This design comes from an exercise in tuning for small area, a short achievable clock period and few clock cycles per item on the open sky130 flow, not from production work.
Only simulation tests tie the RTL to the original design; equivalence was not proved.
No activity file was given, so power comes from the tool's default toggle rates.

// future_enc
module future_enc(
	input clk,
	input rst,
	input start,
	input [0:63] pt,
	input [0:63] key0,
	input [0:63] key1,
	input [0:63] rc,
	output [0:63] ct,
	output busy,
	output done
	);
Size: about 1200 cells after synthesis, about 260 flip-flops, about 15000 µm² of cells after synthesis.
Settings: LEC_CHECK=0, CAP_MARGIN=20, CORE_MARGIN=2, CORE_UTILIZATION=60, CTS_CLUSTER_DIAMETER=200, CTS_CLUSTER_SIZE=20, SETUP_SLACK_MARGIN=1.3, SLEW_MARGIN=20; clock period 4.0 ns.
standard.sh (not shown) runs the stock make flow with config.mk's settings and CLKGATE_MAP_FILE= SYNTH_SCRIPT=/design/flow/synth_recipe.tcl, a recipe that flattens the netlist after the stock synthesis.
==> flow/flow/run.sh <==
#!/bin/bash
# Standard ORFS layout (the standard.sh, standard synthesis unchanged), with the
# port buffers that buffer_ports inserts made the smallest buffer instead of
# the default choice.
set -euo pipefail
bash standard.sh BUFFER_PORTS_ARGS="-buffer_cell sky130_fd_sc_hd__buf_1" finish > standard.log 2>&1
Testbench counts at the start, summed over its fixed seeds: cycles 1,408, items 128.
Edit:
--- a/flow/config.mk
+++ b/flow/config.mk
@@ -9,6 +9,4 @@
 export CORE_MARGIN = 2
-export CORE_UTILIZATION = 60
-export CTS_CLUSTER_DIAMETER = 200
-export CTS_CLUSTER_SIZE = 20
-export SETUP_SLACK_MARGIN = 1.3
+export CORE_UTILIZATION = 40
+export SETUP_SLACK_MARGIN = 1.0
 export SLEW_MARGIN = 20
Total power came out higher by a few percent.
Setup slack degrades by 0.18 ns.
Maximum frequency came out lower by a few percent.
Global-route usage drops by 7.3 points.
Design area came out higher slightly.
Utilization decreases by 23 points.
Routed wire length grows by roughly a tenth.
Via count is about the same.
Critical path depth is unchanged.
Synthesized cell count does not change.
Clock skew drops by 0.0085 ns.
Edit:
--- a/flow/config.mk
+++ b/flow/config.mk
@@ -9,4 +9,5 @@
 export CORE_MARGIN = 2
-export CORE_UTILIZATION = 40
-export SETUP_SLACK_MARGIN = 1.0
+export CORE_UTILIZATION = 60
+export CTS_BUF_LIST = sky130_fd_sc_hd__clkbuf_8
+export SETUP_SLACK_MARGIN = 1.3
 export SLEW_MARGIN = 20
After rerunning: Via count came out higher by about 2.6%. Worst setup slack improves by 0.18 ns. Synthesized area does not change. Cell area is higher by 0.79%. Hold slack improved by 0.0048 ns. Wire length is lower by 11%.
Edit:
--- a/flow/config.mk
+++ b/flow/config.mk
@@ -9,4 +9,5 @@
 export CORE_MARGIN = 2
-export CORE_UTILIZATION = 60
-export CTS_BUF_LIST = sky130_fd_sc_hd__clkbuf_8
+export CORE_UTILIZATION = 75
+export CTS_CLUSTER_DIAMETER = 150
+export CTS_CLUSTER_SIZE = 24
 export SETUP_SLACK_MARGIN = 1.3
Result: The new run went through all stages and came out clean. Sequential share of layout area came out higher by 1.1 points. Worst setup slack degrades by 0.041 ns. Via count rises by about 5.6%. Routed wire length climbs by about 4.7%. Fmax drops by about 1.5%. Design area shrinks by about 2.5%. Clock power shrinks by 33%. Sequential cell count stays the same.
Edit:
--- a/flow/config.mk
+++ b/flow/config.mk
@@ -9,5 +9,3 @@
 export CORE_MARGIN = 2
-export CORE_UTILIZATION = 75
-export CTS_CLUSTER_DIAMETER = 150
-export CTS_CLUSTER_SIZE = 24
+export CORE_UTILIZATION = 60
 export SETUP_SLACK_MARGIN = 1.3
What happened: The changed run completed with no timing, DRC or antenna violations; cell area goes up by about 2.7%; die area grows by 24%; register-to-register slack gains 0.03 ns; hold slack is worse by 0.044 ns; utilization drops by 16 points.
Edit:
--- a/flow/config.mk
+++ b/flow/config.mk
@@ -10,3 +10,5 @@
 export CORE_UTILIZATION = 60
-export SETUP_SLACK_MARGIN = 1.3
+export CTS_BUF_LIST = sky130_fd_sc_hd__clkbuf_8
+export SETUP_SLACK_MARGIN = 1.4
 export SLEW_MARGIN = 20
+export TNS_END_PERCENT = 5
After rerunning:
- maximum frequency is higher by 2.7%
- synthesized cell count does not change
- synthesized area does not change
- setup slack gains 0.070 ns
- power is higher by 1.8%
- first-iteration DRC count is higher by 9.4%
- via count is higher by 2.7%
- flip-flop and latch count is unchanged
- final area is higher by 1.5%


Setup of P:
The RTL this note starts from:
==> flow/design.v <==
`timescale 1ns / 1ps
module sbox(x0,x1,x2,x3,y0,y1,y2,y3);
	input x0,x1,x2,x3;
	output y0,y1,y2,y3;
	wire t2 = (x1 & x3) ^ x2;
	wire t3 = (x0 & t2) ^ x3;
	assign y0 = ~((x0 & t3) ^ x1);
	assign y1 = (y0 & t2) ^ x0;
	assign y2 = t2;
	assign y3 = t3;
endmodule
`timescale 1ns / 1ps
module m(input [0:15] b, output [0:15] c);
	assign c[0]  = b[0]^b[3]^b[7]^b[8]^b[12]^b[15];
	assign c[1]  = b[0]^b[1]^b[4]^b[9]^b[12]^b[13];
	assign c[2]  = b[1]^b[2]^b[5]^b[10]^b[13]^b[14];
	assign c[3]  = b[2]^b[6]^b[7]^b[11]^b[14];
	assign c[4]  = b[0]^b[1]^b[5]^b[11]^b[15];
	assign c[5]  = b[1]^b[2]^b[6]^b[8]^b[12];
	assign c[6]  = b[0]^b[2]^b[3]^b[4]^b[7]^b[9]^b[13];
	assign c[7]  = b[0]^b[3]^b[4]^b[10]^b[11]^b[14]^b[15];
	assign c[8]  = b[1]^b[4]^b[5]^b[8]^b[11]^b[15];
	assign c[9]  = b[2]^b[5]^b[6]^b[8]^b[9]^b[12];
	assign c[10] = b[0]^b[3]^b[4]^b[6]^b[7]^b[9]^b[10]^b[13];
	assign c[11] = b[0]^b[4]^b[7]^b[10]^b[14]^b[15];
	assign c[12] = b[3]^b[7]^b[8]^b[11]^b[12];
	assign c[13] = b[0]^b[4]^b[8]^b[9]^b[13];
	assign c[14] = b[1]^b[5]^b[9]^b[10]^b[14];
	assign c[15] = b[2]^b[3]^b[6]^b[7]^b[10]^b[15];
endmodule
`timescale 1ns / 1ps
module future_enc(
	input clk,
	input rst,
	input start,
	input [0:63] pt,
	input [0:63] key0,
	input [0:63] key1,
	input [0:63] rc,
	output [0:63] ct,
	output busy,
	output done
	);
	reg busy_r, done_r;
	reg [3:0] cnt;
	reg rcon;          
	wire ksel = cnt[0];    
	reg [0:63] Y, K0, K1, R;
	wire load = start & ~busy_r;
	wire last = (cnt == 4'd9);
	function [0:63] srow(input [0:63] x);
		srow = {x[0:3],   x[52:55], x[40:43], x[28:31],
		        x[16:19], x[4:7],   x[56:59], x[44:47],
		        x[32:35], x[20:23], x[8:11],  x[60:63],
		        x[48:51], x[36:39], x[24:27], x[12:15]};
	endfunction
	wire [0:63] k0r = {K0[0:15], K0[21:63], K0[0:4]};
	wire [0:63] kn = ksel ? k0r : K1;
	wire [0:63] rkn = kn ^ (R & {64{rcon}});
	wire [0:63] mx, sin, sy;
	genvar i;
	generate
		for (i = 0; i < 4; i = i + 1) begin : g_m
			m mc(.b(Y[16*i +: 16]), .c(mx[16*i +: 16]));
		end
	endgenerate
	assign sin = busy_r ? (srow(mx) ^ rkn) : (pt ^ key0);
	generate
		for (i = 0; i < 16; i = i + 1) begin : g_sb
			sbox sb(.x0(sin[4*i]),.x1(sin[4*i+1]),.x2(sin[4*i+2]),.x3(sin[4*i+3]),
				.y0(sy[4*i]),.y1(sy[4*i+1]),.y2(sy[4*i+2]),.y3(sy[4*i+3]));
		end
	endgenerate
	assign ct = srow(Y);
	always @(posedge clk) begin
		if (rst) begin
			busy_r <= 1'b0;
			done_r <= 1'b0;
		end else if (load) begin
			busy_r <= 1'b1;
			done_r <= 1'b0;
		end else if (busy_r & last) begin
			busy_r <= 1'b0;
			done_r <= 1'b1;
		end
	end
	always @(posedge clk) begin
		if (busy_r | start) Y <= sy;
		if (busy_r) begin
			cnt <= cnt + 4'd1;
			rcon <= (cnt != 4'd3) & (cnt != 4'd8);
			if (ksel) K0 <= {K0[5:63], K0[0:4]};
		end else begin
			cnt <= 4'd0;
			rcon <= 1'b1;
			if (start) K0 <= key0;
			K1 <= key1;
			R <= rc;
		end
	end
	assign busy = busy_r;
	assign done = done_r;
endmodule
==> flow/config.mk <==
export PLATFORM = sky130hd
export DESIGN_NAME = future_enc
export DESIGN_NICKNAME = future_enc
export VERILOG_FILES = /design/flow/design.v
export SDC_FILE = /design/flow/constraint.sdc
export NUM_CORES = 4
export LEC_CHECK = 0
export CAP_MARGIN = 20
export CORE_MARGIN = 2
export CORE_UTILIZATION = 65
export CTS_CLUSTER_DIAMETER = 150
export CTS_CLUSTER_SIZE = 24
export SETUP_SLACK_MARGIN = 1.3
export SLEW_MARGIN = 20
==> flow/constraint.sdc <==
create_clock -name core_clock -period 4.0 [get_ports {clk}]
set_input_delay 0.8000 -clock core_clock [delete_from_list [all_inputs] [get_ports {clk}]]
set_output_delay 0.8000 -clock core_clock [all_outputs]
set_load 0.01 [all_outputs]
==> flow/flow/run.sh <==
#!/bin/bash
# Standard ORFS layout (the standard.sh, standard synthesis unchanged), with the
# port buffers that buffer_ports inserts made the smallest buffer instead of
# the default choice.
set -euo pipefail
bash standard.sh BUFFER_PORTS_ARGS="-buffer_cell sky130_fd_sc_hd__buf_1" SKIP_CTS_REPAIR_TIMING=1 finish > standard.log 2>&1
Testbench counts of P, summed over its fixed seeds: cycles 1,408, items 128.
[inputs] Q vs P
-- flow/flow/run.sh --
<<< P, line 5
set -euo pipefail
bash standard.sh BUFFER_PORTS_ARGS="-buffer_cell sky130_fd_sc_hd__buf_1" SKIP_CTS_REPAIR_TIMING=1 finish > standard.log 2>&1
>>> Q, line 5
set -euo pipefail
bash standard.sh BUFFER_PORTS_ARGS="-buffer_cell sky130_fd_sc_hd__buf_1" finish > standard.log 2>&1
-- flow/config.mk --
<<< P, line 9
export CORE_MARGIN = 2
export CORE_UTILIZATION = 65
export CTS_CLUSTER_DIAMETER = 150
export CTS_CLUSTER_SIZE = 24
export SETUP_SLACK_MARGIN = 1.3
export SLEW_MARGIN = 20
>>> Q, line 9
export CORE_MARGIN = 2
export CORE_UTILIZATION = 50
export CTS_CLUSTER_DIAMETER = 150
export CTS_CLUSTER_SIZE = 24
export SETUP_SLACK_MARGIN = 1.4
export SLEW_MARGIN = 20
### Flow results
- Q: flow completed, timing, DRC and antenna clean
- P finished all stages; the layout is clean.
- Final wirelength (Q vs. P) increases by a little under 10%
- Count of non-CTS buffers in the layout for Q: 25 up relative to P
- From P to Q the numbers moved as follows: die area grew by about 30%, standby leakage power increased by 0.32 nW relative to the old numbers, number of global-route vias before repair picked up an extra 205.
- On initial standard-cell utilization of the core, the lower figure sits with Q, not P.
- Against P, maximum frequency from static timing analysis in Q rose by a few percent.
- Taking P as the reference, in Q count of clock-buffer cells in the layout went up about 5%; combinational cell power went up about 9%; register area held; wire length on met2 went up 9.3%.
Here is what was changed in the inputs of R compared with Q.
-- flow/flow/run.sh --
<<< Q, line 5
set -euo pipefail
bash standard.sh BUFFER_PORTS_ARGS="-buffer_cell sky130_fd_sc_hd__buf_1" finish > standard.log 2>&1
>>> R, line 5
set -euo pipefail
bash standard.sh BUFFER_PORTS_ARGS="-buffer_cell sky130_fd_sc_hd__buf_1" SKIP_CTS_REPAIR_TIMING=1 finish > standard.log 2>&1
-- flow/config.mk --
<<< Q, line 9
export CORE_MARGIN = 2
export CORE_UTILIZATION = 50
export CTS_CLUSTER_DIAMETER = 150
>>> R, line 9
export CORE_MARGIN = 2
export CORE_UTILIZATION = 60
export CTS_CLUSTER_DIAMETER = 150
Notes after the runs:
- Per the comparison of R with Q, worst max-slew margin expressed relative to the limit increased 0.22 points, highest attainable clock frequency lower, final cell count lost about 3.4%, combinational share of power went down by 0.3 points, met1 global-route usage +3.3 points.
- Looking at Q and R, the non-clock buffer count is a wash.
- Dominant kind of cell: flip-flops and latches -> R, multi-input gates -> Q
- Taking Q as the reference, in R worst setup slack has decreased, leakage component of the power has remained practically unchanged.
The inputs of S differ from those of R as listed below.
-- flow/flow/run.sh --
<<< R, line 5
set -euo pipefail
bash standard.sh BUFFER_PORTS_ARGS="-buffer_cell sky130_fd_sc_hd__buf_1" SKIP_CTS_REPAIR_TIMING=1 finish > standard.log 2>&1
>>> S, line 5
set -euo pipefail
bash standard.sh BUFFER_PORTS_ARGS="-buffer_cell sky130_fd_sc_hd__buf_1" finish > standard.log 2>&1
-- flow/config.mk --
<<< R, line 12
export CTS_CLUSTER_SIZE = 24
export SETUP_SLACK_MARGIN = 1.4
export SLEW_MARGIN = 20
>>> S, line 12
export CTS_CLUSTER_SIZE = 24
export SETUP_SLACK_MARGIN = 1.3
export SLEW_MARGIN = 20
Findings:
Re synthesis-to-finish area growth: S and R aren't equal, and the lower value belongs to S. Relative to R, final critical-path required period has gone up in S. Fraction of power spent switching nets across S and R: no real change. Across both runs, global-route wire length before repair was higher for S than for R. From R to S the numbers moved as follows: share of cell area taken by multi-input logic gates rose 0.34 points, pin count of the biggest net entering global routing fell 51, post-placement worst setup slack rose 0.036 ns.
> inputs changed (S -> T)
-- flow/flow/run.sh --
<<< S, line 5
set -euo pipefail
bash standard.sh BUFFER_PORTS_ARGS="-buffer_cell sky130_fd_sc_hd__buf_1" finish > standard.log 2>&1
>>> T, line 5
set -euo pipefail
bash standard.sh BUFFER_PORTS_ARGS="-buffer_cell sky130_fd_sc_hd__buf_1" REMOVE_ABC_BUFFERS=1 finish > standard.log 2>&1
## What came out
Summary of T over S: multi-input combinational cell count ~0 delta, combinational group share of total power -0.5 points, layout cell share with drive strength beyond 1 +0.33 points, worst hold path depth ~0 delta.
Changes observed in T relative to S: area growth from synthesis to final layout went up 0.60 points, wire length of the first global-routing pass fell by about 1.3%, total design power saw a decrease.
Looking at critical-path cell with the highest stage delay, the sky130_fd_sc_hd__edfxtp_1 result is from T; the sky130_fd_sc_hd__dfxtp_4 one comes from S.

==> what the ideal ports hide <==
The results above use ideal ports. As a check the final layouts listed here were re-extracted and re-timed, cells and wires unchanged. Step 1 (the two cells are an assumption about what drives the block):
set clk [get_ports {clk}]
set_driving_cell -lib_cell sky130_fd_sc_hd__clkbuf_16 $clk
set_driving_cell -lib_cell sky130_fd_sc_hd__buf_2 [delete_from_list [all_inputs] $clk]
Step 2 times the ports against the registers' clock, not the clock port: input delays grow and output delays shrink by t, the midpoint of the rising clock arrivals with the driver on. a / b / c = ideal ports / drivers / drivers and shift; a / b = the first two.
| run | t (ns) | slack for setup (ns) | worst setup path at the end |
|---|---|---|---|
| the first run of note 1 | 0.548 | 1.290 / 1.290 / 1.176 | input to register |
| the second run of note 1 | 0.623 | 1.113 / 1.113 / 1.113 | register to register |
| the third run of note 1 | 0.609 | 1.289 / 1.289 / 1.145 | input to register |
| the fourth run of note 1 | 0.551 | 1.248 / 1.248 / 1.248 | register to register |
| the fifth run of note 1 | 0.597 | 1.279 / 1.279 / 1.142 | input to register |
| the sixth run of note 1 | 0.597 | 1.349 / 1.349 / 1.174 | input to register |
| P | 0.555 | 1.306 / 1.306 / 1.306 | register to register |
| Q | 0.551 | 1.383 / 1.383 / 1.335 | input to register |
| R | 0.544 | 1.346 / 1.346 / 1.346 | register to register |
| S | 0.544 | 1.285 / 1.285 / 1.285 | register to register |
| T | 0.546 | 1.260 / 1.260 / 1.260 | register to register |
After both steps setup and hold are still met in every run listed. The setup slack of the sixth run of note 1, which loses most, moves by 0.000 ns with the drivers and by -0.175 ns with both steps.
